Source: an optimization exercise on an open RTL-to-GDS flow (aim: small area and a short achievable clock period). Production flows keep margins and buffers that such runs may drop. Only simulation tests tie the RTL to the original design; equivalence was not proved. Power is estimated from default activity; no workload was simulated.

## flow/run.sh

```bash
#!/bin/bash
# Layout flow: the standard ORFS flow (standard.sh, unchanged synthesis),
# with two layout settings changed:
#  - ports are buffered with the smallest buffer (repair_timing upsizes the
#    ones on critical paths) instead of the delay cell buffer_ports picks;
#  - clock tree synthesis without dummy loads.
# Each tool's output is in this folder's orfs/logs; the make output is in
# flow.log.
set -euo pipefail
export BUFFER_PORTS_ARGS="-buffer_cell sky130_fd_sc_hd__buf_1"
export CTS_ARGS="-sink_clustering_enable -repair_clock_nets -dont_use_dummy_load -buf_list {sky130_fd_sc_hd__clkbuf_8}"
bash standard.sh finish > flow.log 2>&1
```

## standard.sh

```bash
#!/bin/bash
# synth_recipe.tcl (not shown) runs the flow's synth.tcl, then flattens the netlist and writes it again
# the make line also repeats each setting of config.mk as NAME=value (left out here)
make -C /OpenROAD-flow-scripts/flow DESIGN_CONFIG=/design/flow/config.mk WORK_HOME=/design/flow/orfs CLKGATE_MAP_FILE= SYNTH_SCRIPT=/design/flow/synth_recipe.tcl "${@:-finish}"
```

## config.mk

```make
export PLATFORM = sky130hd
export DESIGN_NAME = fir_filter
export DESIGN_NICKNAME = fir_filter
export VERILOG_FILES = /design/flow/design.v
export SDC_FILE = /design/flow/constraint.sdc
export NUM_CORES = 4
export LEC_CHECK = 0
export ABC_AREA = 1
export CAP_MARGIN = 20
export CORE_MARGIN = 2
export CORE_UTILIZATION = 65
export SETUP_SLACK_MARGIN = 3.5
export SLEW_MARGIN = 20
export SYNTH_HIERARCHICAL = 1
```

## constraint.sdc

```tcl
create_clock -name core_clock -period 11.0 [get_ports {clk}]
set_input_delay 2.2000 -clock core_clock [delete_from_list [all_inputs] [get_ports {clk}]]
set_output_delay 2.2000 -clock core_clock [all_outputs]
set_load 0.01 [all_outputs]
```

## design.v

```verilog
module fir_filter (
    data_in, data_out, clk, rst
);
    output [17:0] data_out;
    input  [7:0]  data_in;
    input         clk, rst;
    wire [7:0] d = data_in;
    reg  [7:0]  x1n;
    reg  [7:0]  x2;
    reg  [7:0]  x3n;
    reg  [7:0]  x4;
    reg  [7:0]  x5n;
    reg  [7:0]  x6;
    reg  [7:0]  x7;
    reg  [17:0] s;
    wire p1, p2;
    ha u_p1 (.a(x2[0]), .b(x4[0]), .s(p1), .co(p2));
    wire p3, p4;
    fa u_p3 (.a(x2[1]), .b(x4[1]), .c(x6[1]), .s(p3), .co(p4));
    wire p5, p6;
    fa u_p5 (.a(x2[2]), .b(x4[2]), .c(x6[2]), .s(p5), .co(p6));
    wire p7, p8;
    fa u_p7 (.a(x2[3]), .b(x4[3]), .c(x6[3]), .s(p7), .co(p8));
    wire p9, p10;
    fa u_p9 (.a(x2[4]), .b(x4[4]), .c(x6[4]), .s(p9), .co(p10));
    wire p11, p12;
    fa u_p11 (.a(x2[5]), .b(x4[5]), .c(x6[5]), .s(p11), .co(p12));
    wire p13, p14;
    fa u_p13 (.a(x2[6]), .b(x4[6]), .c(x6[6]), .s(p13), .co(p14));
    wire p15, p16;
    fa u_p15 (.a(x2[7]), .b(x4[7]), .c(x6[7]), .s(p15), .co(p16));
    wire p17, p18;
    ha u_p17 (.a(x6[0]), .b(x7[0]), .s(p17), .co(p18));
    wire p19, p20;
    fa u_p19 (.a(x7[1]), .b(p2), .c(p3), .s(p19), .co(p20));
    wire p21, p22;
    fa u_p21 (.a(x7[2]), .b(p5), .c(p4), .s(p21), .co(p22));
    wire p23, p24;
    fa u_p23 (.a(x7[3]), .b(p7), .c(p6), .s(p23), .co(p24));
    wire p25, p26;
    fa u_p25 (.a(x7[4]), .b(p9), .c(p8), .s(p25), .co(p26));
    wire p27, p28;
    fa u_p27 (.a(x7[5]), .b(p11), .c(p10), .s(p27), .co(p28));
    wire p29, p30;
    fa u_p29 (.a(x7[6]), .b(p13), .c(p12), .s(p29), .co(p30));
    wire p31, p32;
    fa u_p31 (.a(x7[7]), .b(p15), .c(p14), .s(p31), .co(p32));
    wire p33, p34;
    ha u_p33 (.a(p1), .b(p17), .s(p33), .co(p34));
    wire p35, p36;
    fa u_p35 (.a(p18), .b(p19), .c(d[1]), .s(p35), .co(p36));
    wire p37, p38;
    fa u_p37 (.a(p21), .b(p20), .c(d[2]), .s(p37), .co(p38));
    wire p39, p40;
    fa u_p39 (.a(p23), .b(p22), .c(d[3]), .s(p39), .co(p40));
    wire p41, p42;
    fa u_p41 (.a(p25), .b(p24), .c(d[4]), .s(p41), .co(p42));
    wire p43, p44;
    fa u_p43 (.a(p27), .b(p26), .c(d[5]), .s(p43), .co(p44));
    wire p45, p46;
    fa u_p45 (.a(p29), .b(p28), .c(d[6]), .s(p45), .co(p46));
    wire p47, p48;
    fa u_p47 (.a(p31), .b(p30), .c(d[7]), .s(p47), .co(p48));
    wire p49, p50;
    ha u_p49 (.a(p16), .b(p32), .s(p49), .co(p50));
    wire Prs1, Prc1;
    ha u_Pr1 (.a(p33), .b(d[0]), .s(Prs1), .co(Prc1));
    wire Prs2, Prc2;
    fa u_Pr2 (.a(p34), .b(p35), .c(Prc1), .s(Prs2), .co(Prc2));
    wire Prs3, Prc3;
    fa u_Pr3 (.a(p37), .b(p36), .c(Prc2), .s(Prs3), .co(Prc3));
    wire Prs4, Prc4;
    fa u_Pr4 (.a(p39), .b(p38), .c(Prc3), .s(Prs4), .co(Prc4));
    wire Prs5, Prc5;
    ha u_Pr5 (.a(p41), .b(p40), .s(Prs5), .co(Prc5));
    wire Prs6, Prc6;
    fa u_Pr6 (.a(p43), .b(p42), .c(Prc5), .s(Prs6), .co(Prc6));
    wire Prs7, Prc7;
    fa u_Pr7 (.a(p45), .b(p44), .c(Prc6), .s(Prs7), .co(Prc7));
    wire Prs8, Prc8;
    fa u_Pr8 (.a(p47), .b(p46), .c(Prc7), .s(Prs8), .co(Prc8));
    wire Prs9, Prc9;
    ha u_Pr9 (.a(p49), .b(p48), .s(Prs9), .co(Prc9));
    wire Prs10, Prc10;
    ha u_Pr10 (.a(p50), .b(Prc9), .s(Prs10), .co(Prc10));
    wire [10:0] P = {Prc10, Prs10, Prs9, Prs8, Prs7, Prs6, Prs5, Prs4, Prs3, Prs2, Prs1};
    wire P_c4 = Prc4;    
    wire P_c8 = Prc8;    
    wire t1 = ~(x7[3]);
    wire t2 = ~(x7[4]);
    wire t3 = ~(x7[5] ^ x7[4]);
    wire t4 = x7[5] | x7[4];
    wire t5 = ~(x7[6] ^ x7[5]);
    wire t6 = x7[6] | x7[5];
    wire t7 = ~(~x3n[0] ^ x7[7]);
    wire t8 = ~x3n[0] | x7[7];
    wire t9, t10;
    fa u_t9 (.a(x7[6]), .b(P[2]), .c(P[4]), .s(t9), .co(t10));
    wire t11, t12;
    ha u_t11 (.a(~x3n[1]), .b(x7[7]), .s(t11), .co(t12));
    wire t13 = ~(~x3n[2]);
    wire t14, t15;
    fa u_t14 (.a(x7[2]), .b(x3n[4]), .c(t1), .s(t14), .co(t15));
    wire t16, t17;
    fa u_t16 (.a(x7[3]), .b(x7[3]), .c(x3n[5]), .s(t16), .co(t17));
    wire t18, t19;
    ha u_t18 (.a(t2), .b(P[1]), .s(t18), .co(t19));
    wire t20, t21;
    fa u_t20 (.a(x7[4]), .b(x3n[6]), .c(t3), .s(t20), .co(t21));
    wire t22, t23;
    fa u_t22 (.a(P[0]), .b(P[2]), .c(~P[6]), .s(t22), .co(t23));
    wire t24, t25;
    fa u_t24 (.a(x3n[7]), .b(t5), .c(t4), .s(t24), .co(t25));
    wire t26, t27;
    fa u_t26 (.a(P[1]), .b(P[3]), .c(~P[7]), .s(t26), .co(t27));
    wire t28, t29;
    fa u_t28 (.a(t7), .b(t6), .c(P_c4), .s(t28), .co(t29));
    wire t30, t31;
    fa u_t30 (.a(~P[8]), .b(~P_c8), .c(t9), .s(t30), .co(t31));
    wire t32, t33;
    fa u_t32 (.a(t11), .b(t8), .c(P[3]), .s(t32), .co(t33));
    wire t34, t35;
    fa u_t34 (.a(P[5]), .b(~P[9]), .c(t10), .s(t34), .co(t35));
    wire t36, t37;
    fa u_t36 (.a(t13), .b(t12), .c(P[4]), .s(t36), .co(t37));
    wire t38, t39;
    fa u_t38 (.a(P[6]), .b(P_c4), .c(~P[10]), .s(t38), .co(t39));
    wire t40, t41;
    fa u_t40 (.a(~x3n[3]), .b(~x3n[2]), .c(P[5]), .s(t40), .co(t41));
    wire t42 = ~(~x3n[4] ^ P[6]);
    wire t43 = ~x3n[4] | P[6];
    wire t44 = ~(~x3n[5]);
    wire t45 = ~(~x3n[6] ^ P[8]);
    wire t46 = ~x3n[6] | P[8];
    wire t47 = ~(x7[0]);
    wire t48, t49;
    fa u_t48 (.a(x7[1]), .b(x7[0]), .c(x3n[2]), .s(t48), .co(t49));
    wire t50, t51;
    fa u_t50 (.a(x7[2]), .b(x7[1]), .c(x3n[3]), .s(t50), .co(t51));
    wire t52, t53;
    fa u_t52 (.a(t14), .b(P[0]), .c(~P[4]), .s(t52), .co(t53));
    wire t54, t55;
    fa u_t54 (.a(t16), .b(t15), .c(~P[5]), .s(t54), .co(t55));
    wire t56, t57;
    fa u_t56 (.a(t17), .b(t20), .c(t19), .s(t56), .co(t57));
    wire t58, t59;
    fa u_t58 (.a(t24), .b(t21), .c(t26), .s(t58), .co(t59));
    wire t60, t61;
    fa u_t60 (.a(t25), .b(t28), .c(t27), .s(t60), .co(t61));
    wire t62, t63;
    fa u_t62 (.a(t32), .b(t29), .c(t34), .s(t62), .co(t63));
    wire t64, t65;
    fa u_t64 (.a(t36), .b(t33), .c(t38), .s(t64), .co(t65));
    wire t66, t67;
    fa u_t66 (.a(P[7]), .b(t40), .c(t37), .s(t66), .co(t67));
    wire t68, t69;
    fa u_t68 (.a(P[8]), .b(P_c8), .c(t42), .s(t68), .co(t69));
    wire t70, t71;
    fa u_t70 (.a(t44), .b(P[7]), .c(P[9]), .s(t70), .co(t71));
    wire t72, t73;
    fa u_t72 (.a(~x3n[5]), .b(P[10]), .c(P_c8), .s(t72), .co(t73));
    wire t74 = ~(~x3n[7] ^ P[9]);
    wire t75 = ~x3n[7] | P[9];
    wire t76, t77;
    ha u_t76 (.a(x3n[1]), .b(t47), .s(t76), .co(t77));
    wire t78, t79;
    fa u_t78 (.a(x7[0]), .b(t48), .c(~P[2]), .s(t78), .co(t79));
    wire t80, t81;
    fa u_t80 (.a(t50), .b(t49), .c(~P[3]), .s(t80), .co(t81));
    wire t82, t83;
    fa u_t82 (.a(t51), .b(~P_c4), .c(t52), .s(t82), .co(t83));
    wire t84, t85;
    fa u_t84 (.a(t18), .b(t54), .c(t53), .s(t84), .co(t85));
    wire t86, t87;
    fa u_t86 (.a(t22), .b(t55), .c(t56), .s(t86), .co(t87));
    wire t88, t89;
    fa u_t88 (.a(t23), .b(t57), .c(t58), .s(t88), .co(t89));
    wire t90, t91;
    fa u_t90 (.a(t30), .b(t60), .c(t59), .s(t90), .co(t91));
    wire t92, t93;
    fa u_t92 (.a(t31), .b(t61), .c(t62), .s(t92), .co(t93));
    wire t94, t95;
    fa u_t94 (.a(t35), .b(t64), .c(t63), .s(t94), .co(t95));
    wire t96, t97;
    fa u_t96 (.a(t39), .b(t66), .c(t65), .s(t96), .co(t97));
    wire t98, t99;
    fa u_t98 (.a(t41), .b(t68), .c(t67), .s(t98), .co(t99));
    wire t100, t101;
    fa u_t100 (.a(t43), .b(t70), .c(t69), .s(t100), .co(t101));
    wire t102, t103;
    fa u_t102 (.a(t45), .b(t72), .c(t71), .s(t102), .co(t103));
    wire t104, t105;
    fa u_t104 (.a(t46), .b(t74), .c(t73), .s(t104), .co(t105));
    wire t106 = ~(P[10] ^ t75);
    wire t107 = P[10] | t75;
    wire Srs1, Src1;
    ha u_Sr1 (.a(x3n[0]), .b(~P[0]), .s(Srs1), .co(Src1));
    wire Srs2, Src2;
    fa u_Sr2 (.a(t76), .b(~P[1]), .c(Src1), .s(Srs2), .co(Src2));
    wire Srs3, Src3;
    fa u_Sr3 (.a(t77), .b(t78), .c(Src2), .s(Srs3), .co(Src3));
    wire Srs4, Src4;
    ha u_Sr4 (.a(t80), .b(t79), .s(Srs4), .co(Src4));
    wire Srs5, Src5;
    fa u_Sr5 (.a(t81), .b(t82), .c(Src4), .s(Srs5), .co(Src5));
    wire Srs6, Src6;
    fa u_Sr6 (.a(t84), .b(t83), .c(Src5), .s(Srs6), .co(Src6));
    wire Srs7, Src7;
    fa u_Sr7 (.a(t85), .b(t86), .c(Src6), .s(Srs7), .co(Src7));
    wire Srs8, Src8;
    fa u_Sr8 (.a(t87), .b(t88), .c(Src7), .s(Srs8), .co(Src8));
    wire Srs9, Src9;
    fa u_Sr9 (.a(t90), .b(t89), .c(Src8), .s(Srs9), .co(Src9));
    wire Srs10, Src10;
    fa u_Sr10 (.a(t91), .b(t92), .c(Src9), .s(Srs10), .co(Src10));
    wire Srs11, Src11;
    ha u_Sr11 (.a(t94), .b(t93), .s(Srs11), .co(Src11));
    wire Srs12, Src12;
    fa u_Sr12 (.a(t96), .b(t95), .c(Src11), .s(Srs12), .co(Src12));
    wire Srs13, Src13;
    fa u_Sr13 (.a(t98), .b(t97), .c(Src12), .s(Srs13), .co(Src13));
    wire Srs14, Src14;
    fa u_Sr14 (.a(t100), .b(t99), .c(Src13), .s(Srs14), .co(Src14));
    wire Srs15, Src15;
    ha u_Sr15 (.a(t102), .b(t101), .s(Srs15), .co(Src15));
    wire Srs16, Src16;
    fa u_Sr16 (.a(t104), .b(t103), .c(Src15), .s(Srs16), .co(Src16));
    wire Srs17, Src17;
    fa u_Sr17 (.a(t106), .b(t105), .c(Src16), .s(Srs17), .co(Src17));
    wire Srs18, Src18;
    fa u_Sr18 (.a(1'b1), .b(t107), .c(Src17), .s(Srs18), .co(Src18));
    wire [17:0] s_next = {Srs18, Srs17, Srs16, Srs15, Srs14, Srs13, Srs12, Srs11, Srs10, Srs9, Srs8, Srs7, Srs6, Srs5, Srs4, Srs3, Srs2, Srs1};
    reg  sc3;    
    wire sc3_next = Src3;
    reg  sc10;    
    wire sc10_next = Src10;
    reg  sc14;    
    wire sc14_next = Src14;
    wire o1, o2;
    ha u_o1 (.a(s[6]), .b(d[6]), .s(o1), .co(o2));
    wire o3, o4;
    fa u_o3 (.a(s[7]), .b(d[7]), .c(d[5]), .s(o3), .co(o4));
    wire o5, o6;
    ha u_o5 (.a(s[8]), .b(d[6]), .s(o5), .co(o6));
    wire o7, o8;
    ha u_o7 (.a(s[9]), .b(d[7]), .s(o7), .co(o8));
    wire o9, o10;
    ha u_o9 (.a(s[10]), .b(sc10), .s(o9), .co(o10));
    wire o11, o12;
    ha u_o11 (.a(s[3]), .b(sc3), .s(o11), .co(o12));
    wire o13, o14;
    fa u_o13 (.a(s[4]), .b(d[4]), .c(d[2]), .s(o13), .co(o14));
    wire o15, o16;
    fa u_o15 (.a(s[5]), .b(d[5]), .c(d[3]), .s(o15), .co(o16));
    wire o17, o18;
    fa u_o17 (.a(d[4]), .b(d[2]), .c(d[0]), .s(o17), .co(o18));
    wire o19, o20;
    fa u_o19 (.a(d[3]), .b(d[1]), .c(o2), .s(o19), .co(o20));
    wire o21, o22;
    fa u_o21 (.a(d[4]), .b(d[2]), .c(o5), .s(o21), .co(o22));
    wire o23, o24;
    fa u_o23 (.a(d[5]), .b(d[3]), .c(o7), .s(o23), .co(o24));
    wire o25, o26;
    fa u_o25 (.a(o9), .b(d[6]), .c(d[4]), .s(o25), .co(o26));
    wire o27, o28;
    fa u_o27 (.a(s[11]), .b(o10), .c(d[7]), .s(o27), .co(o28));
    wire o29, o30;
    ha u_o29 (.a(s[2]), .b(d[2]), .s(o29), .co(o30));
    wire o31, o32;
    fa u_o31 (.a(o11), .b(d[3]), .c(d[1]), .s(o31), .co(o32));
    wire o33, o34;
    fa u_o33 (.a(o12), .b(d[0]), .c(o13), .s(o33), .co(o34));
    wire o35, o36;
    fa u_o35 (.a(d[1]), .b(o15), .c(o14), .s(o35), .co(o36));
    wire o37, o38;
    fa u_o37 (.a(o1), .b(o17), .c(o16), .s(o37), .co(o38));
    wire o39, o40;
    fa u_o39 (.a(o3), .b(o18), .c(o19), .s(o39), .co(o40));
    wire o41, o42;
    fa u_o41 (.a(o4), .b(o21), .c(o20), .s(o41), .co(o42));
    wire o43, o44;
    fa u_o43 (.a(o6), .b(o23), .c(o22), .s(o43), .co(o44));
    wire o45, o46;
    fa u_o45 (.a(o8), .b(o25), .c(o24), .s(o45), .co(o46));
    wire o47, o48;
    fa u_o47 (.a(d[5]), .b(o27), .c(o26), .s(o47), .co(o48));
    wire o49, o50;
    fa u_o49 (.a(s[12]), .b(d[6]), .c(o28), .s(o49), .co(o50));
    wire o51, o52;
    ha u_o51 (.a(s[13]), .b(d[7]), .s(o51), .co(o52));
    wire o53, o54;
    ha u_o53 (.a(s[14]), .b(sc14), .s(o53), .co(o54));
    wire yc_p0, yc_g0;
    ha u_yc_h0 (.a(s[0]), .b(d[0]), .s(yc_p0), .co(yc_g0));
    wire yc_p1, yc_g1;
    ha u_yc_h1 (.a(s[1]), .b(d[1]), .s(yc_p1), .co(yc_g1));
    wire yc_p2, yc_g2;
    ha u_yc_h2 (.a(d[0]), .b(o29), .s(yc_p2), .co(yc_g2));
    wire yc_p3, yc_g3;
    ha u_yc_h3 (.a(o30), .b(o31), .s(yc_p3), .co(yc_g3));
    wire yc_p4, yc_g4;
    ha u_yc_h4 (.a(o32), .b(o33), .s(yc_p4), .co(yc_g4));
    wire yc_p5, yc_g5;
    ha u_yc_h5 (.a(o35), .b(o34), .s(yc_p5), .co(yc_g5));
    wire yc_p6, yc_g6;
    ha u_yc_h6 (.a(o37), .b(o36), .s(yc_p6), .co(yc_g6));
    wire yc_p7, yc_g7;
    ha u_yc_h7 (.a(o38), .b(o39), .s(yc_p7), .co(yc_g7));
    wire yc_p8, yc_g8;
    ha u_yc_h8 (.a(o41), .b(o40), .s(yc_p8), .co(yc_g8));
    wire yc_p9, yc_g9;
    ha u_yc_h9 (.a(o43), .b(o42), .s(yc_p9), .co(yc_g9));
    wire yc_p10, yc_g10;
    ha u_yc_h10 (.a(o45), .b(o44), .s(yc_p10), .co(yc_g10));
    wire yc_p11, yc_g11;
    ha u_yc_h11 (.a(o47), .b(o46), .s(yc_p11), .co(yc_g11));
    wire yc_p12, yc_g12;
    ha u_yc_h12 (.a(o49), .b(o48), .s(yc_p12), .co(yc_g12));
    wire yc_p13, yc_g13;
    ha u_yc_h13 (.a(o51), .b(o50), .s(yc_p13), .co(yc_g13));
    wire yc_p14, yc_g14;
    ha u_yc_h14 (.a(o53), .b(o52), .s(yc_p14), .co(yc_g14));
    wire yc_p15, yc_g15;
    ha u_yc_h15 (.a(s[15]), .b(o54), .s(yc_p15), .co(yc_g15));
    wire yc_G1 = yc_g1 | (yc_p1 & yc_g0);
    wire yc_G2 = yc_g3 | (yc_p3 & yc_g2);
    wire yc_P2 = yc_p3 & yc_p2;
    wire yc_G3 = yc_g5 | (yc_p5 & yc_g4);
    wire yc_P3 = yc_p5 & yc_p4;
    wire yc_G4 = yc_g7 | (yc_p7 & yc_g6);
    wire yc_P4 = yc_p7 & yc_p6;
    wire yc_G5 = yc_g9 | (yc_p9 & yc_g8);
    wire yc_P5 = yc_p9 & yc_p8;
    wire yc_G6 = yc_g11 | (yc_p11 & yc_g10);
    wire yc_P6 = yc_p11 & yc_p10;
    wire yc_G7 = yc_g13 | (yc_p13 & yc_g12);
    wire yc_P7 = yc_p13 & yc_p12;
    wire yc_G8 = yc_g15 | (yc_p15 & yc_g14);
    wire yc_P8 = yc_p15 & yc_p14;
    wire yc_P9 = s[17] & s[16];
    wire yc_G10 = yc_g2 | (yc_p2 & yc_G1);
    wire yc_G11 = yc_G2 | (yc_P2 & yc_G1);
    wire yc_G12 = yc_g6 | (yc_p6 & yc_G3);
    wire yc_P12 = yc_p6 & yc_P3;
    wire yc_G13 = yc_G4 | (yc_P4 & yc_G3);
    wire yc_P13 = yc_P4 & yc_P3;
    wire yc_G14 = yc_g10 | (yc_p10 & yc_G5);
    wire yc_P14 = yc_p10 & yc_P5;
    wire yc_G15 = yc_G6 | (yc_P6 & yc_G5);
    wire yc_P15 = yc_P6 & yc_P5;
    wire yc_G16 = yc_g14 | (yc_p14 & yc_G7);
    wire yc_P16 = yc_p14 & yc_P7;
    wire yc_G17 = yc_G8 | (yc_P8 & yc_G7);
    wire yc_P17 = yc_P8 & yc_P7;
    wire yc_G18 = yc_g4 | (yc_p4 & yc_G11);
    wire yc_G19 = yc_G3 | (yc_P3 & yc_G11);
    wire yc_G20 = yc_G12 | (yc_P12 & yc_G11);
    wire yc_G21 = yc_G13 | (yc_P13 & yc_G11);
    wire yc_G22 = yc_g12 | (yc_p12 & yc_G15);
    wire yc_P22 = yc_p12 & yc_P15;
    wire yc_G23 = yc_G7 | (yc_P7 & yc_G15);
    wire yc_P23 = yc_P7 & yc_P15;
    wire yc_G24 = yc_G16 | (yc_P16 & yc_G15);
    wire yc_P24 = yc_P16 & yc_P15;
    wire yc_G25 = yc_G17 | (yc_P17 & yc_G15);
    wire yc_P25 = yc_P17 & yc_P15;
    wire yc_G26 = yc_g8 | (yc_p8 & yc_G21);
    wire yc_G27 = yc_G5 | (yc_P5 & yc_G21);
    wire yc_G28 = yc_G14 | (yc_P14 & yc_G21);
    wire yc_G29 = yc_G15 | (yc_P15 & yc_G21);
    wire yc_G30 = yc_G22 | (yc_P22 & yc_G21);
    wire yc_G31 = yc_G23 | (yc_P23 & yc_G21);
    wire yc_G32 = yc_G24 | (yc_P24 & yc_G21);
    wire yc_G33 = yc_G25 | (yc_P25 & yc_G21);
    wire yc_G34 = s[16] & yc_G33;
    wire yc_G35 = yc_P9 & yc_G33;
    wire yc_s1 = yc_p1 ^ yc_g0;
    wire yc_s2 = yc_p2 ^ yc_G1;
    wire yc_s3 = yc_p3 ^ yc_G10;
    wire yc_s4 = yc_p4 ^ yc_G11;
    wire yc_s5 = yc_p5 ^ yc_G18;
    wire yc_s6 = yc_p6 ^ yc_G19;
    wire yc_s7 = yc_p7 ^ yc_G20;
    wire yc_s8 = yc_p8 ^ yc_G21;
    wire yc_s9 = yc_p9 ^ yc_G26;
    wire yc_s10 = yc_p10 ^ yc_G27;
    wire yc_s11 = yc_p11 ^ yc_G28;
    wire yc_s12 = yc_p12 ^ yc_G29;
    wire yc_s13 = yc_p13 ^ yc_G30;
    wire yc_s14 = yc_p14 ^ yc_G31;
    wire yc_s15 = yc_p15 ^ yc_G32;
    wire yc_s16 = s[16] ^ yc_G33;
    wire yc_s17 = s[17] ^ yc_G34;
    assign data_out = {yc_s17, yc_s16, yc_s15, yc_s14, yc_s13, yc_s12, yc_s11, yc_s10, yc_s9, yc_s8, yc_s7, yc_s6, yc_s5, yc_s4, yc_s3, yc_s2, yc_s1, yc_p0};
    wire rst_n = ~rst;
    wire [7:0] x1n_d;
    nand2v u_x1n (.a(d), .b({8{rst_n}}), .y(x1n_d));
    wire [7:0] x2_d;
    nor2v u_x2 (.a(x1n), .b({8{rst}}), .y(x2_d));
    wire [7:0] x3n_d;
    nand2v u_x3n (.a(x2), .b({8{rst_n}}), .y(x3n_d));
    wire [7:0] x4_d;
    nor2v u_x4 (.a(x3n), .b({8{rst}}), .y(x4_d));
    wire [7:0] x5n_d;
    nand2v u_x5n (.a(x4), .b({8{rst_n}}), .y(x5n_d));
    wire [7:0] x6_d;
    nor2v u_x6 (.a(x5n), .b({8{rst}}), .y(x6_d));
    wire [7:0] x7_d = rst ? 8'h00 : x6;
    always @(posedge clk) begin
        x1n <= x1n_d;
        x2 <= x2_d;
        x3n <= x3n_d;
        x4 <= x4_d;
        x5n <= x5n_d;
        x6 <= x6_d;
        x7 <= x7_d;
        s <= rst ? 18'd0 : s_next;
        sc3 <= rst ? 1'b0 : sc3_next;
        sc10 <= rst ? 1'b0 : sc10_next;
        sc14 <= rst ? 1'b0 : sc14_next;
    end
endmodule
module fa (input a, input b, input c, output s, output co);
    assign s = a ^ b ^ c;
    assign co = (a & b) | (a & c) | (b & c);
endmodule
module ha (input a, input b, output s, output co);
    assign s = a ^ b;
    assign co = a & b;
endmodule
module nand2v (input [7:0] a, input [7:0] b, output [7:0] y);
    assign y = ~(a & b);
endmodule
module nor2v (input [7:0] a, input [7:0] b, output [7:0] y);
    assign y = ~(a | b);
endmodule
```

==> results of run 1 <==
## path summary, 6_finish.rpt
check / endpoint / from / slack [ps]
worst min-delay path: x6[2]$_DFF_P_ / x5n[2]$_DFF_P_ / 350
worst max-delay path: data_out[17] / data_in[7] / 3690
worst min register to register: x6[2]$_DFF_P_ / x5n[2]$_DFF_P_ / 350
worst max register to register: s[9]$_SDFF_PP0_ / x2[1]$_DFF_P_ / 4390
## where the power goes
part,total (mW),leakage (nW),switching [mW],internal [mW]
clock network,0.162,0.0647,0.0888,0.0731
logic,0.873,2.10,0.512,0.362
registers,0.326,0.632,0.0137,0.313
## modules after synthesis, one instance, submodules excluded
module	flip-flops and latches	times used
fir_filter	77	1
ha	0	39
fa	0	101
nor2v	0	3
nand2v	0	3
## routing by layer
metal | global-route usage | vias up | wire (µm)
met2 | 0.408 | 37 | 4350
li1 | - | 1506 | -
met4 | 0.0495 | 0 | 78
met1 | 0.294 | 1565 | 3870
met3 | 0.0495 | 9 | 280
met5 | 0 | - | 0
## stage by stage
step,power [mW],instance area (µm²),worst slack [ps],util
finish,1.36,5610,3690,0.689
global route,1.56,5610,3500,0.689
CTS,1.38,5590,3560,0.687
global placement,1.19,5460,3160,0.672
detailed placement,1.22,5460,3070,0.672
floorplan,1.16,5380,3770,-
## timing repair
item                       4_1_cts  5_1_grt
hold buffers                     0        0
resized for setup                3        8
setup endpoints to repair        3        7
## area by class of cell
type / count / area share
multi-input cells: 316 / 0.598
flip-flops and latches: 77 / 0.275
repair buffers: 27 / 0.0210
clock buffers: 9 / 0.0221
inverters: 91 / 0.0609
well taps: 105 / 0.0234
## layout by cell type, fill, tap and decap left out, drive strengths merged
cell    instances
clkbuf         16
clkinv          1
nor2           64
conb            1
buf            20
inv            90
nand3           7
fa            101
nand2          78
a21oi           9
xnor2           3
ha             51
xor2            2
dfxtp          77
## state kept, by name, indices dropped and copies added (netlist names)
signal,cells
x1n,8
x2,8
sc14,1
x3n,8
x4,8
sc10,1
x7,8
x5n,8
s,18
sc3,1
x6,8
## critical path, cell delays in order
cell      delay [ps]
clkbuf_4         180
ha_1             310
fa_1             510
fa_1             420
ha_1             350
nand2_1          100
nand2_1           90
nand2_1           70
nand2_1          120
inv_1            110
nand2_2           70
nand2_1           50
nand2_1           50
ha_1             180
xor2_1           150
clkbuf_2         150
## kinds of logic after synthesis
group,synth area share
compound gates,0.00908
xor+xnor,0.00815
fa+ha+maj,0.495
buf+inv,0.0908
flops,0.287
other cells,0.000697
simple gates,0.110
==> notes.md, run 1 <==
status timing/DRC/antenna clean; final wirelength 8580 µm; Mapped Area 5380 µm²; largest net degree at the start of global routing between 50 and 60; final hold slack 348 ps; Filler cells 656; diodes inserted 0; Worst-Skew Late Latency 360 ps; Root Buffer clkbuf_8; post-route ant nets 0; Worst Tran Pin Value 949 ps; leakage power about 2.8 nW; Reg2Reg Depth 17; number of I/O port buffers 27; top cells by count, synth fa_1, inv_1, dfxtp_1, nand2_1, nor2_1; top area cells in the synthesized netlist fa_1, dfxtp_1, ha_1; vias in the first global route 3,380; multi-input logic area 3350 µm²; synth warn 7; CTS tree built; CTS buffer count 9; worst min path class flop to flop; count of unique library cells instantiated by Yosys 17; Setup TNS Final 0 ps; drt first pass iters 5; layout cells sized above 1 0.0519; Async SR Flop Fraction 0; fin cells 625; nets 684; Final Hold Fails 0; Avg WL per Cell around 14 µm; first-pass GRT wire length 15,300 µm; Slew HR 0.367; I/O pin count 28; drt drc 0; final worst clock skew 33.5 ps; GRT Residual Overflow 0; syn nets 667; row count 33; RSZ-0062 raised after global routing true; Top FF cell, synth dfxtp_1; clock buffer depth 2; storage element area 1540 µm²; GRT Util Overall 0.231; Vias between 3,000 and 4,000; Peak VDD IR 0.000121 V; number of max-cap violations 0; Pwr per Cell Area roughly 240 nW/µm²; htree depth 3; Cells after DPL around 620; CTS Sinks slightly below 80; WHS Path Cells 1; Via density 4.99; Peak Freq 137 MHz; Post-Syn Area per Cell 10.6 µm²; DIE AREA 9010 µm²; EDFF count, synth 0; type of origin of the critical path input port; CP Class input port to output pin; post-synthesis cell type with the largest combined area fa_1; initial antenna violation count 0; Final period util 0.665; Post-Synthesis Cells 505; Arr. time, crit path 5110 ps; #FFs+latches synth 77; die width 94.9 µm; Final HPWL DP 7030 µm; core footprint 8130 µm²; crit path time final 7310 ps; top-area cell type share of the netlist area 0.376; Post-CTS Setup Inserts 0; GP Congestion 0.858; DR iter-0 viols 60; Starting Density 0.661; Clk pin slew, worst setup/hold paths approximately 90 ps; crit end category output pin; crit-path max FO 6; register area share after synthesis 0.287; count leader, synth fa_1; setup violators final 0; die extent in y between 90 and 100 µm; Area Growth Syn to Fin 4.26%; Final Slew Violations 0; WP data required a little under 9000 ps
==> run 2: changes to the inputs <==
--- a/config.mk
+++ b/config.mk
@@ -11,3 +11,3 @@
 export CORE_UTILIZATION = 65
-export SETUP_SLACK_MARGIN = 3.5
+export SETUP_SLACK_MARGIN = 4.0
 export SLEW_MARGIN = 20
==> run 2 against run 1 <==
Wire length increased by 7.0%. Count of clock-buffer cells in the layout did not move. Largest cell class unchanged. Sequential power about the same. Combinational power rose by 23%. First-iteration DRC count increased by 37%. Utilization is 4.0 points higher. Largest power group unchanged. Via count rose by 2.3%. Register-to-register slack better by 310 ps. Area after synthesis is the same.
==> notes.md, run 2 <==
status timing/DRC/antenna clean; simple-gate portion of the synthesized area 0.110 (unchanged); crit end category output pin; type of origin of the critical path input port; Final period util 0.633 (-0.0311); final worst clock skew 39.5 ps (+6.02 ps); drt drc 0 (unchanged); hold buffers post-CTS 0 (unchanged); Post-Syn Area per Cell 10.6 µm² (unchanged); fin cells 639 (+2.2%); Setup TNS Final 0 ps (unchanged); crit path time final 6970 ps (-342 ps); vias in the first global route 3,501 (+3.6%); DR iter-0 viols 82 (+37%); max FFs per register 18 (unchanged); Peak Freq 144 MHz (+4.9%); Peak VDD IR 0.000182 V (+51%); nets 698 (+2.0%); Mapped Area 5380 µm² (unchanged); count of unique library cells instantiated by Yosys 17 (unchanged); top area cells in the synthesized netlist fa_1, dfxtp_1, ha_1; top cells by count, synth fa_1, inv_1, dfxtp_1, nand2_1, nor2_1; Worst Min Path Start x1n[3]$_DFF_P_; worst min path class flop to flop; leakage power 2.89 nW (+3.2%); reg2reg end s[9]$_SDFF_PP0_; Area Growth Syn to Fin 10.3%; row count 33 (unchanged); CP Class input port to output pin; r2r setup slk 4700 ps (+310 ps); I/O pin count 28 (unchanged); worst slack at placement 3200 ps (+132 ps); layout cells sized above 1 0.152 (+0.0998); synth warn 7 (unchanged); CTS tree built; WP data required 8800 ps (about the same); final hold slack 367 ps (+19.1 ps); Root Buffer clkbuf_8; EDFF count, synth 0 (unchanged); drt first pass iters 5 (unchanged); Hold Path End x2[3]$_DFF_P_; XOR/XNOR share of the synthesized area 0.00815 (unchanged); Slew HR 0.357 (-0.00983); Filler cells 586 (-11%); Worst-Skew Late Latency 350 ps (about the same); Starting Density 0.661 (unchanged); Pwr per Cell Area 262 nW/µm² (+8.0%); Avg WL per Cell 14.4 µm (+4.6%); WHS Path Cells 1 (unchanged); Async SR Flop Fraction 0 (unchanged); first-pass GRT wire length 16,200 µm (+6.2%); most frequent cells in the layout inv_1, fa_1, dfxtp_1; Util after Layout 0.729 (+0.0401); GP Congestion 0.847 (-1.3%); storage element area 1540 µm² (unchanged); Reg with most FFs s; RSZ-0062 raised after global routing true; syn nets 667 (unchanged); multi-input logic area 3520 µm² (+5.0%); post-synthesis cell type with the largest combined area fa_1; GRT Residual Overflow 0 (unchanged); CTS Sinks 77 (unchanged); final wirelength 9180 µm (+7.0%); clock buffer depth 2 (unchanged); core footprint 8130 µm² (unchanged); Top FF cell, synth dfxtp_1; Final HPWL DP 7210 µm (+2.5%); Final Hold Fails 0 (unchanged); Cells after DPL 616 (unchanged); htree depth 3 (unchanged); final setup margin 4030 ps (+342 ps); Worst Tran Pin Value 964 ps (+14.8 ps); Post-Synthesis Cells 505 (unchanged); top-area cell type share of the netlist area 0.376 (unchanged); Clk pin slew, worst setup/hold paths 90 ps (about the same); main combinational cell family by area after synthesis adder cells; initial antenna violation count 0 (unchanged); #FFs+latches synth 77 (unchanged); adder-cell share of the synthesized area 0.495 (unchanged); number of max-cap violations 0 (unchanged); die width 94.9 µm (unchanged); register area share after synthesis 0.287 (unchanged); mux contribution to synthesized area 0 (unchanged); Arr. time, crit path 4770 ps (-340 ps); setup violators final 0 (unchanged); DIE AREA 9010 µm² (unchanged); Synth Area in Compound Gates 0.00908 (unchanged); CTS buffer count 9 (unchanged); diodes inserted 0 (unchanged); die extent in y 94.9 µm (unchanged); Via density 4.99 (about the same); post-route ant nets 0 (unchanged); largest net degree at the start of global routing 55 (unchanged); number of I/O port buffers 27 (unchanged); Reg2Reg Depth 17 (unchanged); count leader, synth fa_1; R2R Path Start x2[1]$_DFF_P_; crit-path max FO 4 (-2); GRT Util Overall 0.246 (+0.0151); Final Slew Violations 0 (unchanged); Vias 3,188 (+2.3%)
[run 2: cell families after synthesis]
family,Yosys count
buf+inv,112
fa+ha+maj,152
compound gates,9
flops,77
simple gates,149
xor+xnor,5
other cells,1
[run 2: where the power goes]
part / total (mW) / internal, mW / switching (mW)
Clock: 0.162 / 0.0730 / 0.0886
Combinational: 1.07 / 0.489 / 0.577
Sequential: 0.328 / 0.313 / 0.0157
Total: 1.56 / 0.875 / 0.682
[run 2: layout make-up]
class	count	share of cell area
sequential	77	0.260
inverter	91	0.0576
multi-input combinational	316	0.593
timing repair buffer	41	0.0466
clock buffer	9	0.0209
tap	105	0.0221
[run 2: worst max-delay path, cell delays in order]
cell     delay, ps
buf_12         110
ha_4           230
fa_1           470
fa_1           520
ha_4           320
nand2_2         60
inv_2           60
nand2_2         50
inv_1           60
nand2_2         60
nand2_2         70
nand2_1         50
nand2_1         60
ha_2           170
xor2_1         120
buf_2          140
[run 2: metal layers]
layer,track usage,wire (µm)
met3,0.0511,377
met5,0,0
met1,0.312,3940
met2,0.425,4730
met4,0.0773,139
[run 2: how the worst max path moves through the flow]
stage	start	endpoint	cells past startpoint
final	data_in[7]	data_out[17]	16
after global routing	data_in[7]	data_out[17]	16
after CTS	data_in[7]	data_out[17]	16
after detailed placement	data_in[4]	s[13]$_SDFF_PP0_	16
after global placement	data_in[4]	s[13]$_SDFF_PP0_	16
after floorplan	data_in[1]	s[9]$_SDFF_PP0_	15
[run 2: Yosys stat by module, one instance, submodules excluded]
| module | area [µm²] | cells inside |
|---|---|---|
| ha | 12.5 | 1 |
| nor2v | 30.0 | 8 |
| fa | 20.0 | 1 |
| fir_filter | 2690 | 317 |
| nand2v | 30.0 | 8 |
[run 2: through the flow]
| step | instance area, µm² | total power [mW] |
|---|---|---|
| 5_1_grt | 5930 | 1.76 |
| 3_3_place_gp | 5480 | 1.20 |
| 3_5_place_dp | 5480 | 1.22 |
| 2_1_floorplan | 5390 | 1.16 |
| 4_1_cts | 5800 | 1.48 |
| 6_report | 5930 | 1.56 |
[run 2: repair_timing]
item                                    CTS  global route
gates resized for setup                  36            26
endpoints found under the setup margin   17            10
setup buffers                             9             5
pin swaps                                19            20
==> run 3: changes to the inputs <==
--- a/config.mk
+++ b/config.mk
@@ -7,7 +7,6 @@
 export LEC_CHECK = 0
-export ABC_AREA = 1
 export CAP_MARGIN = 20
 export CORE_MARGIN = 2
-export CORE_UTILIZATION = 65
-export SETUP_SLACK_MARGIN = 4.0
+export CORE_UTILIZATION = 50
+export SETUP_SLACK_MARGIN = 3.5
 export SLEW_MARGIN = 20
==> run 3 against run 2 <==
Still clean on timing, DRC and antenna. Critical path depth is 3 lower. Setup slack worse by 410 ps. Global-route usage is 6.7 points lower. Cell count is 9.5% lower. Clock power hardly changed. Final area is 5.0% lower. Sequential share of layout area is 1.4 points higher. Sequential cell count stayed put. Register-to-register slack worse by 320 ps. Via count is 11% lower. Critical path type unchanged.
==> notes.md, run 3 <==
status timing/DRC/antenna clean; Final Slew Violations 0 (unchanged); commonest non-fill, non-tap cell in the layout fa_1; drt drc 0 (unchanged); layout cells sized above 1 0.0928 (-0.0589); Top FF cell, synth dfxtp_1; nets 606 (-13%); final hold slack 369 ps (+2.34 ps); die width 106 µm (+12%); CP cell instances buf_4 -> ha_4 -> fa_1 -> fa_1 -> ha_4 -> a21oi_4 -> o21ai_4 -> a221oi_2 -> o31a_1 -> o21bai_1 -> ha_2 -> xor2_1 -> buf_2; clock buffer depth 2 (unchanged); register area share after synthesis 0.295 (+0.00852); core footprint 10,200 µm² (+26%); Pwr Total 1.44 mW (-7.4%); CTS buffer count 9 (unchanged); Arr. time, crit path 5180 ps (+410 ps); top-area cell type share of the netlist area 0.387 (+0.0112); setup violators final 0 (unchanged); CP peak stage delay 600 ps (+80 ps); CP max stage cell fa_1; most frequent cells in the layout fa_1, dfxtp_1, ha_1; syn nets 583 (-13%); Via density 4.93 (-1.2%); crit-path max FO 6 (+2); R2R Path Start x2[1]$_DFF_P_; reg2reg end s[9]$_SDFF_PP0_; synth warn 7 (unchanged); Mapped Area 5220 µm² (-2.9%); DIE AREA 11,300 µm² (+25%); Clk pin slew, worst setup/hold paths 80 ps (about the same); Worst Min Path Start x1n[4]$_DFF_P_; Area Growth Syn to Fin 7.98%; final wirelength 8700 µm (-5.2%); Peak Freq 136 MHz (-5.6%); crit path time final 7380 ps (+410 ps); Post-Syn Area per Cell 12.4 µm² (+16%); number of max-cap violations 0 (unchanged); top cells by count, synth fa_1, dfxtp_1, ha_1, inv_1, nor2b_1; Hold Path End x2[4]$_DFF_P_; DR iter-0 viols 71 (-13%); hold buffers post-CTS 0 (unchanged); CP Class input port to output pin; Util after Layout 0.551 (-0.178); RSZ-0062 raised after global routing true; Async SR Flop Fraction 0 (unchanged); count of unique library cells instantiated by Yosys 31 (+14); WHS Path Cells 1 (unchanged); number of I/O port buffers 27 (unchanged); top area cells in the synthesized netlist fa_1, dfxtp_1, ha_1; r2r setup slk 4380 ps (-320 ps); max FFs per register 18 (unchanged); type of origin of the critical path input port; Worst-Skew Late Latency 360 ps (about the same); Final Hold Fails 0 (unchanged); drt first pass iters 4 (-1); Final period util 0.671 (+0.0373); diodes inserted 0 (unchanged); EDFF count, synth 0 (unchanged); Reg2Reg Depth 16 (-1); post-synthesis cell type with the largest combined area fa_1; WP data required 8800 ps (about the same); largest net degree at the start of global routing 55 (unchanged); post-route ant nets 0 (unchanged); I/O pin count 28 (unchanged); final worst clock skew 21.0 ps (-18.5 ps); Final HPWL DP 6980 µm (-3.1%); htree depth 3 (unchanged); initial antenna violation count 0 (unchanged); vias in the first global route 3,083 (-12%); Avg WL per Cell 15.1 µm (+4.8%); die extent in y 106 µm (+12%); GP Congestion 0.829 (-2.1%); Peak VDD IR 0.000194 V (+6.2%); Reg with most FFs s; Pwr per Cell Area 256 nW/µm² (-2.5%); CTS Sinks 77 (unchanged); crit end category output pin; CTS tree built; leakage power 2.54 nW (-12%); first-pass GRT wire length 14,900 µm (-7.9%); row count 37 (+12%); Vias 2,850 (-11%); GRT Residual Overflow 0 (unchanged); Root Buffer clkbuf_8; Slew HR 0.360 (+0.00272); Post-Synthesis Cells 421 (-17%); Setup TNS Final 0 ps (unchanged); #FFs+latches synth 77 (unchanged); count leader, synth fa_1; worst min path class flop to flop; Worst Tran Pin Value 960 ps (-4.09 ps); Starting Density 0.510 (-0.151); GRT Util Overall 0.178 (-0.0675)
==> run 3: cell count changes in the layout (fill, tap and decap cells not counted), sizes merged, moves of 4 or more <==
cell and delta:
inv -50, nand2 -50, nand3 -6, buf -6, xnor2 +4, nor2b +30, nor2 -35
==> run 3: power breakdown <==
part	internal [mW]	leakage, nW	switching [mW]
Combinational	0.458	1.84	0.493
Clock	0.0730	0.0647	0.0904
Sequential	0.313	0.632	0.0150
Total	0.843	2.54	0.599
==> run 3: timing repair <==
item,in CTS,in global routing
pin swaps,1,12
endpoints found under the setup margin,12,6
buffers inserted,1,5
resized for setup,13,16
==> run 3: cell families after synthesis <==
group | count (synthesis) | share of synthesized area
adders and majority gates | 152 | 0.509
DFF | 77 | 0.295
and+or+nand+nor | 95 | 0.0865
other | 1 | 0.000718
AOI/OAI and AO/OA | 23 | 0.0312
buffers and inverters | 61 | 0.0568
xor gates and xnor gates | 12 | 0.0201
==> run 3: layer usage <==
layer / GRT usage / vias up / wire length, µm
met1: 0.236 / 1466 / 3860
met3: 0.0399 / 13 / 266
met2: 0.290 / 30 / 4440
met5: 0 / - / 0
li1: - / 1341 / -
met4: 0.0620 / 0 / 142
==> run 3: worst max-delay path by stage <==
| stage | start | slack, ps | depth (start not counted) | to |
|---|---|---|---|---|
| 2_1_floorplan | data_in[7] | 3700 | 12 | data_out[17] |
| 5_1_grt | data_in[6] | 3450 | 13 | data_out[17] |
| 3_3_place_gp | data_in[6] | 3100 | 13 | data_out[17] |
| 4_1_cts | data_in[7] | 3430 | 13 | data_out[17] |
| 3_5_place_dp | data_in[7] | 2980 | 13 | data_out[17] |
| 6_report | data_in[7] | 3620 | 13 | data_out[17] |
==> run 3: metrics by stage <==
stage | instances | setup WS (ps) | instance area [µm²]
floorplan | 421 | 3700 | 5220
global placement | 563 | 3100 | 5350
detailed placement | 563 | 2980 | 5350
CTS | 573 | 3430 | 5500
global route | 578 | 3450 | 5640
finish | 578 | 3620 | 5640
==> run 3: modules after synthesis, one instance, submodules excluded <==
module	times used	flip-flops and latches	cells inside
nand2v	3	0	8
nor2v	3	0	8
fa	101	0	1
ha	39	0	1
fir_filter	1	77	233
==> run 3: cell type report <==
| class | instances | area [µm²] |
|---|---|---|
| tap | 136 | 170 |
| fill | 895 | 4590 |
| clock buffer | 9 | 124 |
| sequential | 77 | 1540 |
| multi-input combinational | 283 | 3480 |
| timing repair buffer | 33 | 170 |
| inverter | 40 | 150 |
==> run 3: critical path: cells and delay by family <==
kind / cells / cell delay, ps
adders and majority gates: 5 / 1720
xor gates and xnor gates: 1 / 150
AOI/OAI and AO/OA: 5 / 780
buffers and inverters: 2 / 310
==> run 4: changes to the inputs <==
--- a/config.mk
+++ b/config.mk
@@ -9,3 +9,3 @@
 export CORE_MARGIN = 2
-export CORE_UTILIZATION = 50
+export CORE_UTILIZATION = 80
 export SETUP_SLACK_MARGIN = 3.5
==> run 4 against run 3 <==
Clock skew increased by 0.68 ps. Critical path depth unchanged. Die area decreased by 36%. Wire length grew 37%. Maximum frequency is 2.7% lower. Sequential power grew 1%. Synthesized cell count unchanged. Count of clock-buffer cells in the layout unchanged. First-iteration DRC count grew to 3.7 times the previous value. Power rose by 11%. Hold slack about the same. Clock power barely moved. Largest cell class unchanged.
==> notes.md, run 4 <==
htree depth 3 (unchanged); Area Growth Syn to Fin 7.98% (unchanged); top-area cell type share of the netlist area 0.387 (unchanged); Design Area, Final 5640 µm² (unchanged); GRT Util Overall 0.321 (+0.143); die extent in y 84.8 µm (-20%); Worst Tran Pin Value 1010 ps (+53.0 ps); DIE AREA 7190 µm² (-36%); Final Hold Fails 0 (unchanged); WHS Path Cells 1 (unchanged); EDFF count, synth 0 (unchanged); Clk pin slew, worst setup/hold paths 70 ps (about the same); CP Class input port to output pin; core footprint 6310 µm² (-38%); register area share after synthesis 0.295 (unchanged); Arr. time, crit path 5380 ps (+200 ps); Via density 6.16 (+25%); count leader, synth fa_1; Slew HR 0.325 (-0.0353); synth warn 7 (unchanged); max FFs per register 18 (unchanged); post-route ant nets 0 (unchanged); number of I/O port buffers 27 (unchanged); Starting Density 0.827 (+0.317); Post-Syn Area per Cell 12.4 µm² (unchanged); number of max-cap violations 0 (unchanged); drt drc 0 (unchanged); worst min path class flop to flop; nets 612 (+0.99%); setup violators final 0 (unchanged); status timing/DRC/antenna clean; post-synthesis cell type with the largest combined area fa_1; Vias 3,235 (+14%); CTS buffer count 9 (unchanged); clock buffer depth 2 (unchanged); initial antenna violation count 0 (unchanged); first-pass GRT wire length 16,800 µm (+12%); CTS Sinks 77 (unchanged); worst slack at placement 2970 ps (-10.5 ps); Post-Synthesis Cells 421 (unchanged); Final HPWL DP 7790 µm (+12%); layout cells sized above 1 0.121 (+0.0278); Reg2Reg Depth 15 (-1); Mapped Area 5220 µm² (unchanged); final worst clock skew 21.7 ps (+0.683 ps); WP data required 8800 ps (about the same); count of unique library cells instantiated by Yosys 31 (unchanged); type of origin of the critical path input port; crit path time final 7580 ps (+204 ps); RSZ-0062 raised after global routing true; commonest non-fill, non-tap cell in the layout fa_1; Final Slew Violations 0 (unchanged); diodes inserted 0 (unchanged); Setup TNS Final 0 ps (unchanged); die width 84.8 µm (-20%); largest net degree at the start of global routing 55 (unchanged); top area cells in the synthesized netlist fa_1, dfxtp_1, ha_1; fin cells 525 (-9.2%); I/O pin count 28 (unchanged); Cells after DPL 504 (-10%); CTS tree built; crit-path max FO 6 (unchanged); final setup margin 3420 ps (-204 ps); leakage power 2.59 nW (+1.9%); Final period util 0.689 (+0.0185); syn nets 583 (unchanged); Peak Freq 132 MHz (-2.7%); drt first pass iters 5 (+1); placed inst area 5270 µm² (-1.4%); DR iter-0 viols 265 (+270%); #FFs+latches synth 77 (unchanged); final wirelength 12,000 µm (+37%); row count 29 (-22%); most frequent cells in the layout fa_1, dfxtp_1, ha_1; top cells by count, synth fa_1, dfxtp_1, ha_1, inv_1, nor2b_1; Worst-Skew Late Latency 360 ps (about the same); Filler cells 275 (-69%); Reg with most FFs s; Pwr per Cell Area 283 nW/µm² (+11%); Top FF cell, synth dfxtp_1; Peak VDD IR 0.000398 V (+110%); GP Congestion 0.894 (+7.9%); Async SR Flop Fraction 0 (unchanged); GRT Residual Overflow 0 (unchanged); vias in the first global route 3,546 (+15%); Root Buffer clkbuf_8; crit end category output pin; Avg WL per Cell 22.8 µm (+51%)
-- run 4: changes by cell type in the layout (fill, tap and decap cells not counted), sizes merged --
cell and change:
buf +2, clkbuf +4
-- run 4: timing repair --
action                                 4_1_cts  5_1_grt
gates resized for setup                     21       21
setup endpoints to repair                   12        7
gates cloned                                 0        0
pin swaps                                    8       13
hold buffers                                 0        0
setup buffers                                3        9
endpoints found under the hold margin        0        0
-- run 4: through the flow --
step	util	hold WS (ps)	total power, mW
after floorplan	-	363	1.14
after global placement	0.835	364	1.16
after detailed placement	0.835	366	1.22
after CTS	0.870	359	1.44
after global routing	0.893	377	1.71
final	0.893	369	1.60
-- run 4: per-module statistics from Yosys (local to each module, per instance) --
| module | cells inside | flops+latches |
|---|---|---|
| nand2v | 8 | 0 |
| nor2v | 8 | 0 |
| ha | 1 | 0 |
| fa | 1 | 0 |
| fir_filter | 233 | 77 |
-- run 4: worst max-delay path, cell delays in order --
cell and delay [ps]:
buf_4 160, ha_1 330, fa_1 490, fa_1 530, ha_2 340, a21oi_4 210
o21ai_2 110, a221oi_2 240, o31a_1 230, o21bai_1 90, ha_2 170, xor2_1 140
buf_2 130
-- run 4: metal layers --
metal  track usage  part of all wire
met4         0.169             0.072
met1         0.358              0.35
met3        0.0728             0.055
met5             0                 0
met2         0.573              0.52
-- run 4: area by class of cell --
cell class / instances / area, µm² / area share
sequential: 77 / 1540 / 0.273
timing repair buffer: 39 / 233 / 0.0413
multi-input combinational: 283 / 3490 / 0.620
tap: 77 / 96.3 / 0.0171
clock buffer: 9 / 124 / 0.0220
inverter: 40 / 150 / 0.0266
-- run 4: cell families after synthesis --
kind of cell,after synthesis,synth area share
simple gates,95,0.0865
xor+xnor,12,0.0201
flops,77,0.295
other cells,1,0.000718
buf+inv,61,0.0568
compound gates,23,0.0312
fa+ha+maj,152,0.509
-- run 4: path summary, 6_finish.rpt --
check,slack [ps],end,startpoint
min reg2reg,370,x6[2]$_DFF_P_,x5n[2]$_DFF_P_
min,370,x6[2]$_DFF_P_,x5n[2]$_DFF_P_
max reg2reg,4220,s[9]$_SDFF_PP0_,x2[3]$_DFF_P_
max,3420,data_out[17],data_in[7]
-- run 4: power by group --
part | internal (mW) | total, mW | switching (mW)
Sequential | 0.313 | 0.332 | 0.0189
Combinational | 0.495 | 1.10 | 0.608
Clock | 0.0730 | 0.162 | 0.0892
==> run 5: changes to the inputs <==
--- a/config.mk
+++ b/config.mk
@@ -9,3 +9,3 @@
 export CORE_MARGIN = 2
-export CORE_UTILIZATION = 80
+export CORE_UTILIZATION = 65
 export SETUP_SLACK_MARGIN = 3.5
==> run 5 against run 4 <==
Area after synthesis did not move. Critical path type unchanged. Count of clock-buffer cells in the layout unchanged. Via count fell by 12%. Critical path depth unchanged. Wire length down 29%. Non-clock buffer count shrank 11. Power fell by 12%. Still clean. Register-to-register slack better by 70 ps. Combinational power down 17%.
==> notes.md, run 5 <==
die extent in y 93.6 µm (+10%); I/O pin count 28 (unchanged); clock buffer depth 2 (unchanged); Async SR Flop Fraction 0 (unchanged); Design Area, Final 5550 µm² (-1.6%); number of max-cap violations 0 (unchanged); GRT Residual Overflow 0 (unchanged); Final Hold Fails 0 (unchanged); clock share of power 0.116 (+0.014); Gate power share 0.651 (-0.040); Final period util 0.669 (-0.0200); status timing/DRC/antenna clean; Slew HR 0.322 (-0.00283); Top FF cell, synth dfxtp_1; CP max stage cell fa_1; row count 32 (+10%); CTS Sinks 77 (unchanged); placed inst area 5310 µm² (+0.59%); post-synthesis cell type with the largest combined area fa_1; switching power 0.583 mW (-19%); commonest non-fill, non-tap cell in the layout fa_1; Flop pwr share 0.233 (+0.025); Post-Synthesis Cells 421 (unchanged); Area Growth Syn to Fin 6.28%; diodes inserted 0 (unchanged); syn nets 583 (unchanged); top cells by count, synth fa_1, dfxtp_1, ha_1, inv_1, nor2b_1; core footprint 7770 µm² (+23%); first-pass GRT wire length 14,500 µm (-14%); CP peak stage delay 520 ps (about the same); Post-Syn Area per Cell 12.4 µm² (unchanged); Via density 5.30 (-14%); WP data required 8800 ps (about the same); crit path time final 7360 ps (-220 ps); htree depth 3 (unchanged); crit-path max FO 6 (unchanged); register area share after synthesis 0.295 (unchanged); #FFs+latches synth 77 (unchanged); top area cells in the synthesized netlist fa_1, dfxtp_1, ha_1; Root Buffer clkbuf_8; Worst-Skew Late Latency 340 ps (-20 ps); synth warn 7 (unchanged); top-area cell type share of the netlist area 0.387 (unchanged); vias in the first global route 3,056 (-14%); drt first pass iters 4 (-1); Arr. time, crit path 5160 ps (-220 ps); max FFs per register 18 (unchanged); CTS buffer count 9 (unchanged); largest net degree at the start of global routing 55 (unchanged); Avg WL per Cell 15.8 µm (-31%); EDFF count, synth 0 (unchanged); setup violators final 0 (unchanged); Clk pin slew, worst setup/hold paths 80 ps (about the same); Starting Density 0.672 (-0.155); most frequent cells in the layout fa_1, dfxtp_1, ha_1; number of I/O port buffers 27 (unchanged); crit end category output pin; drt drc 0 (unchanged); post-route ant nets 0 (unchanged); Reg with most FFs s; worst min path class flop to flop; die width 93.6 µm (+10%); Worst Tran Pin Value 1020 ps (+4.24 ps); GRT Util Overall 0.223 (-0.0985); Mapped Area 5220 µm² (unchanged); Filler cells 588 (+110%); Peak VDD IR 0.000198 V (-50%); Final HPWL DP 7050 µm (-9.5%); Pwr per Cell Area 253 nW/µm² (-11%); count of unique library cells instantiated by Yosys 31 (unchanged); multi-input logic area 3470 µm² (-0.75%); CP Class input port to output pin; Final Slew Violations 0 (unchanged); leakage power 2.52 nW (-2.6%); Pint 0.821 mW (-6.8%); CTS tree built; GP Congestion 0.898 (+0.44%); Peak Freq 136 MHz (+3.0%); nets 601 (-1.8%); type of origin of the critical path input port; final wirelength 8510 µm (-29%); initial antenna violation count 0 (unchanged); DIE AREA 8770 µm² (+22%); layout cells sized above 1 0.0801 (-0.0404); storage element area 1540 µm² (unchanged); RSZ-0062 raised after global routing true; CP cell instances buf_8 -> ha_4 -> fa_1 -> fa_1 -> ha_4 -> nand4_1 -> a211oi_2 -> nor2_4 -> o31a_1 -> o21bai_1 -> ha_2 -> xor2_1 -> buf_2; count leader, synth fa_1; Vias 2,857 (-12%); Pwr Total 1.40 mW (-12%); switch share 0.415 (-0.0331); Setup TNS Final 0 ps (unchanged); DR iter-0 viols 74 (-72%); final worst clock skew 17.7 ps (-3.99 ps)
run 5: cell types whose count changed in the layout (fill, tap and decap cells not counted), sizes merged:
cell	previous run	this run
buf	33	22
run 5: logic make-up (layout without fill, tap and decap cells):
family | after synthesis | count (layout) | synth area share
AOI/OAI and AO/OA | 23 | 23 | 0.0312
xor gates and xnor gates | 12 | 12 | 0.0201
adders and majority gates | 152 | 152 | 0.509
buffers and inverters | 61 | 77 | 0.0568
DFF | 77 | 77 | 0.295
other | 1 | 1 | 0.000718
and+or+nand+nor | 95 | 95 | 0.0865
run 5: modules after synthesis, one instance, submodules excluded:
module | cell area, µm² | flops+latches | times used
fa | 20.0 | 0 | 101
fir_filter | 2530 | 77 | 1
ha | 12.5 | 0 | 39
nand2v | 30.0 | 0 | 3
nor2v | 30.0 | 0 | 3
run 5: worst paths after layout:
kind | from | cells past startpoint | endpoint | slack, ps
worst min register to register | x5n[2]$_DFF_P_ | 1 | x6[2]$_DFF_P_ | 360
worst max-delay path | data_in[6] | 13 | data_out[17] | 3640
worst min-delay path | x5n[2]$_DFF_P_ | 1 | x6[2]$_DFF_P_ | 360
worst max register to register | x2[1]$_DFF_P_ | 16 | s[9]$_SDFF_PP0_ | 4290
run 5: worst max-delay path, delay by kind of cell:
family	cells	cell delay, ps
adder cells (fa/ha/maj)	5	1680
AO/OA/AOI/OAI	3	690
buffers and inverters	2	260
AND/OR/NAND/NOR	2	190
XOR/XNOR	1	140
run 5: per-stage QoR:
stage	hold WS, ps	util	setup WS [ps]	cells
2_1_floorplan	363	-	3700	421
6_report	359	0.714	3640	539
5_1_grt	382	0.714	3450	539
3_5_place_dp	366	0.683	3010	529
4_1_cts	364	0.702	3400	539
3_3_place_gp	364	0.683	3160	529
run 5: routing by layer:
layer,part of all wire,track usage
met1,0.43,0.296
met2,0.53,0.380
met3,0.026,0.0411
met4,0.015,0.0616
met5,0,0
run 5: repair_timing:
item	CTS	global route
hold buffers	0	0
setup endpoints to repair	11	9
resized for setup	10	21
buffers inserted	1	0
hold endpoints to repair	0	0
pin swaps	0	11
run 5: power by group through the flow:
stage,registers (mW),logic [mW],clock network (mW)
finish,0.327,0.915,0.162
CTS,0.327,0.883,0.168
global placement,0.333,0.841,0
detailed placement,0.333,0.863,0
global route,0.330,1.05,0.178
floorplan,0.329,0.813,0
run 5: area by class of cell:
cell class	instances	area share
Tap cell	102	0.0230
Sequential cell	77	0.278
Clock buffer	9	0.0223
Multi-Input combinational cell	283	0.625
Inverter	40	0.0271
Timing Repair Buffer	28	0.0250
==> run 6: changes to the inputs <==
--- a/flow/run.sh
+++ b/flow/run.sh
@@ -10,3 +10,3 @@
 export BUFFER_PORTS_ARGS="-buffer_cell sky130_fd_sc_hd__buf_1"
-export CTS_ARGS="-sink_clustering_enable -repair_clock_nets -dont_use_dummy_load -buf_list {sky130_fd_sc_hd__clkbuf_8}"
+export CTS_ARGS="-repair_clock_nets -dont_use_dummy_load -buf_list {sky130_fd_sc_hd__clkbuf_8}"
 bash standard.sh finish > flow.log 2>&1
==> run 6 against run 5 <==
Still clean on timing, DRC and antenna. Hold slack stayed put. Final area unchanged. Synthesized cell count is the same. Cell count stayed put. Sequential share of layout area unchanged. Via count unchanged. Combinational power hardly changed. Global-route usage stayed put. Utilization is the same. Count of clock-buffer cells in the layout unchanged. First-iteration DRC count stayed put. Critical path type unchanged.
==> notes.md, run 6 <==
status timing/DRC/antenna clean; CTS tree built; CP peak stage delay 520 ps (about the same); synth warn 7 (unchanged); Root Buffer clkbuf_8; count of unique library cells instantiated by Yosys 31 (unchanged); post-synthesis cell type with the largest combined area fa_1; die width 93.6 µm (unchanged); CTS Sinks 77 (unchanged); Pint 0.821 mW (unchanged); Final period util 0.669 (unchanged); CTS buffer count 9 (unchanged); switching power 0.583 mW (unchanged); final wirelength 8510 µm (unchanged); row count 32 (unchanged); Worst-Skew Late Latency 340 ps (about the same); top area cells in the synthesized netlist fa_1, dfxtp_1, ha_1; final worst clock skew 17.7 ps (unchanged); I/O pin count 28 (unchanged); DIE AREA 8770 µm² (unchanged); top cells by count, synth fa_1, dfxtp_1, ha_1, inv_1, nor2b_1; post-route ant nets 0 (unchanged); RSZ-0062 raised after global routing true; vias in the first global route 3,056 (unchanged); Setup TNS Final 0 ps (unchanged); R2R Path Start x2[1]$_DFF_P_; EDFF count, synth 0 (unchanged); WP data required 8800 ps (about the same); Pwr Total 1.40 mW (unchanged); initial antenna violation count 0 (unchanged); Pwr per Cell Area 253 nW/µm² (unchanged); #FFs+latches synth 77 (unchanged); number of I/O port buffers 27 (unchanged); DR iter-0 viols 74 (unchanged); Arr. time, crit path 5160 ps (about the same); drt drc 0 (unchanged); die extent in y 93.6 µm (unchanged); most frequent cells in the layout fa_1, dfxtp_1, ha_1; Avg WL per Cell 15.8 µm (unchanged); CP top delay family adder cells; Peak VDD IR 0.000198 V (unchanged); Reg with most FFs s; Worst Tran Pin Value 1020 ps (unchanged); htree depth 3 (unchanged); commonest non-fill, non-tap cell in the layout fa_1; top-area cell type share of the netlist area 0.387 (unchanged); CP cell instances buf_8 -> ha_4 -> fa_1 -> fa_1 -> ha_4 -> nand4_1 -> a211oi_2 -> nor2_4 -> o31a_1 -> o21bai_1 -> ha_2 -> xor2_1 -> buf_2; GRT Residual Overflow 0 (unchanged); Buf+Inv Stages, Crit Path 2 (unchanged); Cells after DPL 529 (unchanged); Util after Layout 0.714 (unchanged); crit-path max FO 6 (unchanged); syn nets 583 (unchanged); CP max stage cell fa_1; crit end category output pin; GRT Util Overall 0.223 (unchanged); hold buffers post-CTS 0 (unchanged); Slew HR 0.322 (unchanged); largest net degree at the start of global routing 55 (unchanged); core footprint 7770 µm² (unchanged); Area Growth Syn to Fin 6.28% (unchanged); switch share 0.415 (unchanged); Starting Density 0.672 (unchanged); diodes inserted 0 (unchanged); Final Slew Violations 0 (unchanged); Peak Freq 136 MHz (unchanged); CP startpoint data_in[6]; worst min path class flop to flop; GP Congestion 0.898 (unchanged); Via density 5.30 (unchanged); Top FF cell, synth dfxtp_1; register area share after synthesis 0.295 (unchanged); clock share of power 0.116 (about the same); number of max-cap violations 0 (unchanged); clock buffer depth 2 (unchanged); Gate power share 0.651 (about the same); Flop pwr share 0.233 (about the same); r2r setup slk 4290 ps (about the same); Mapped Area 5220 µm² (unchanged); type of origin of the critical path input port; Worst Min Path Start x5n[2]$_DFF_P_; Vias 2,857 (unchanged); Final HPWL DP 7050 µm (unchanged); Post-Syn Area per Cell 12.4 µm² (unchanged); Async SR Flop Fraction 0 (unchanged); max FFs per register 18 (unchanged); Post-Synthesis Cells 421 (unchanged); crit path time final 7360 ps (unchanged); first-pass GRT wire length 14,500 µm (unchanged); leakage power 2.52 nW (unchanged); setup violators final 0 (unchanged); Clk pin slew, worst setup/hold paths 80 ps (about the same); drt first pass iters 4 (unchanged); Final Hold Fails 0 (unchanged); fin cells 539 (unchanged); layout cells sized above 1 0.0801 (unchanged); CP Class input port to output pin; nets 601 (unchanged); count leader, synth fa_1
==> run 6: cell counts in the layout (fill, tap and decap cells not counted) <==
No cell type changed its count.
==> run 6: final timing paths <==
check,end,cells past startpoint
hold reg to reg,x6[2]$_DFF_P_,1
setup / recovery,data_out[17],13
setup reg to reg,s[9]$_SDFF_PP0_,16
hold / removal,x6[2]$_DFF_P_,1
==> run 6: power by group through the flow <==
| stage | sequential [mW] | combinational, mW | clock, mW |
|---|---|---|---|
| global placement | 0.333 | 0.841 | 0 |
| detailed placement | 0.333 | 0.863 | 0 |
| finish | 0.327 | 0.915 | 0.162 |
| global route | 0.330 | 1.05 | 0.178 |
| CTS | 0.327 | 0.883 | 0.168 |
| floorplan | 0.329 | 0.813 | 0 |
==> run 6: Yosys stat by module (local to each module, per instance) <==
| module | cells inside | copies in the design | cell area (µm²) |
|---|---|---|---|
| fa | 1 | 101 | 20.0 |
| fir_filter | 233 | 1 | 2530 |
| nor2v | 8 | 3 | 30.0 |
| ha | 1 | 39 | 12.5 |
| nand2v | 8 | 3 | 30.0 |
==> run 6: logic make-up after synthesis <==
family	share of synthesized area
adders and majority gates	0.509
AOI/OAI and AO/OA	0.0312
other	0.000718
buffers and inverters	0.0568
and+or+nand+nor	0.0865
xor gates and xnor gates	0.0201
DFF	0.295
==> run 6: through the flow <==
step                      hold WS (ps)  instance area [µm²]  setup slack (ps)
after floorplan                    363                 5220              3700
after global placement             364                 5310              3160
after detailed placement           366                 5310              3010
after CTS                          364                 5450              3400
after global routing               382                 5550              3450
final                              359                 5550              3640
==> run 6: layer usage <==
metal | track usage | part of all wire | vias to the layer above
li1 | - | - | 1333
met2 | 0.380 | 0.53 | 35
met1 | 0.296 | 0.43 | 1476
met5 | 0 | 0 | -
met3 | 0.0411 | 0.026 | 13
met4 | 0.0616 | 0.015 | 0
==> run 6: final cells by class <==
type,count,area (µm²)
Inverter,40,150
Clock buffer,9,124
Multi-Input combinational cell,283,3470
Sequential cell,77,1540
Fill cell,588,2220
Timing Repair Buffer,28,139
Tap cell,102,128
==> run 6: what timing repair did <==
| item | 4_1_cts | 5_1_grt |
|---|---|---|
| endpoints found under the setup margin | 11 | 9 |
| pin swaps | 0 | 11 |
| gates resized for setup | 10 | 21 |
| buffers inserted | 1 | 0 |

[re-timing with driven ports]
The flow's constraints put no driver on any port. The routed layouts listed below were extracted and timed again, unchanged, in two steps. Step 1 (the two cells are an assumption about what drives the block):
set clk [get_ports {clk}]
set_driving_cell -lib_cell sky130_fd_sc_hd__clkbuf_16 $clk
set_driving_cell -lib_cell sky130_fd_sc_hd__buf_2 [delete_from_list [all_inputs] $clk]
Step 2 times the ports against the registers' clock, not the clock port: input delays grow and output delays shrink by t, the midpoint of the rising clock arrivals with the driver on. Three values: ideal ports, drivers, drivers and shift; two values: the first two.
| run | shift t [ns] | slack for setup (ns) | worst data-port slew with drivers (ns) |
|---|---|---|---|
| run 1 | 0.372 | 3.690 / 3.662 / 3.414 | 0.03 |
| run 2 | 0.360 | 4.032 / 3.982 / 3.721 | 0.06 |
| run 3 | 0.383 | 3.622 / 3.593 / 3.316 | 0.04 |
| run 4 | 0.389 | 3.418 / 3.388 / 3.136 | 0.08 |
| run 5 | 0.367 | 3.638 / 3.598 / 3.292 | 0.05 |
| run 6 | 0.367 | 3.638 / 3.598 / 3.292 | 0.05 |
After both steps every run listed still meets setup and hold.
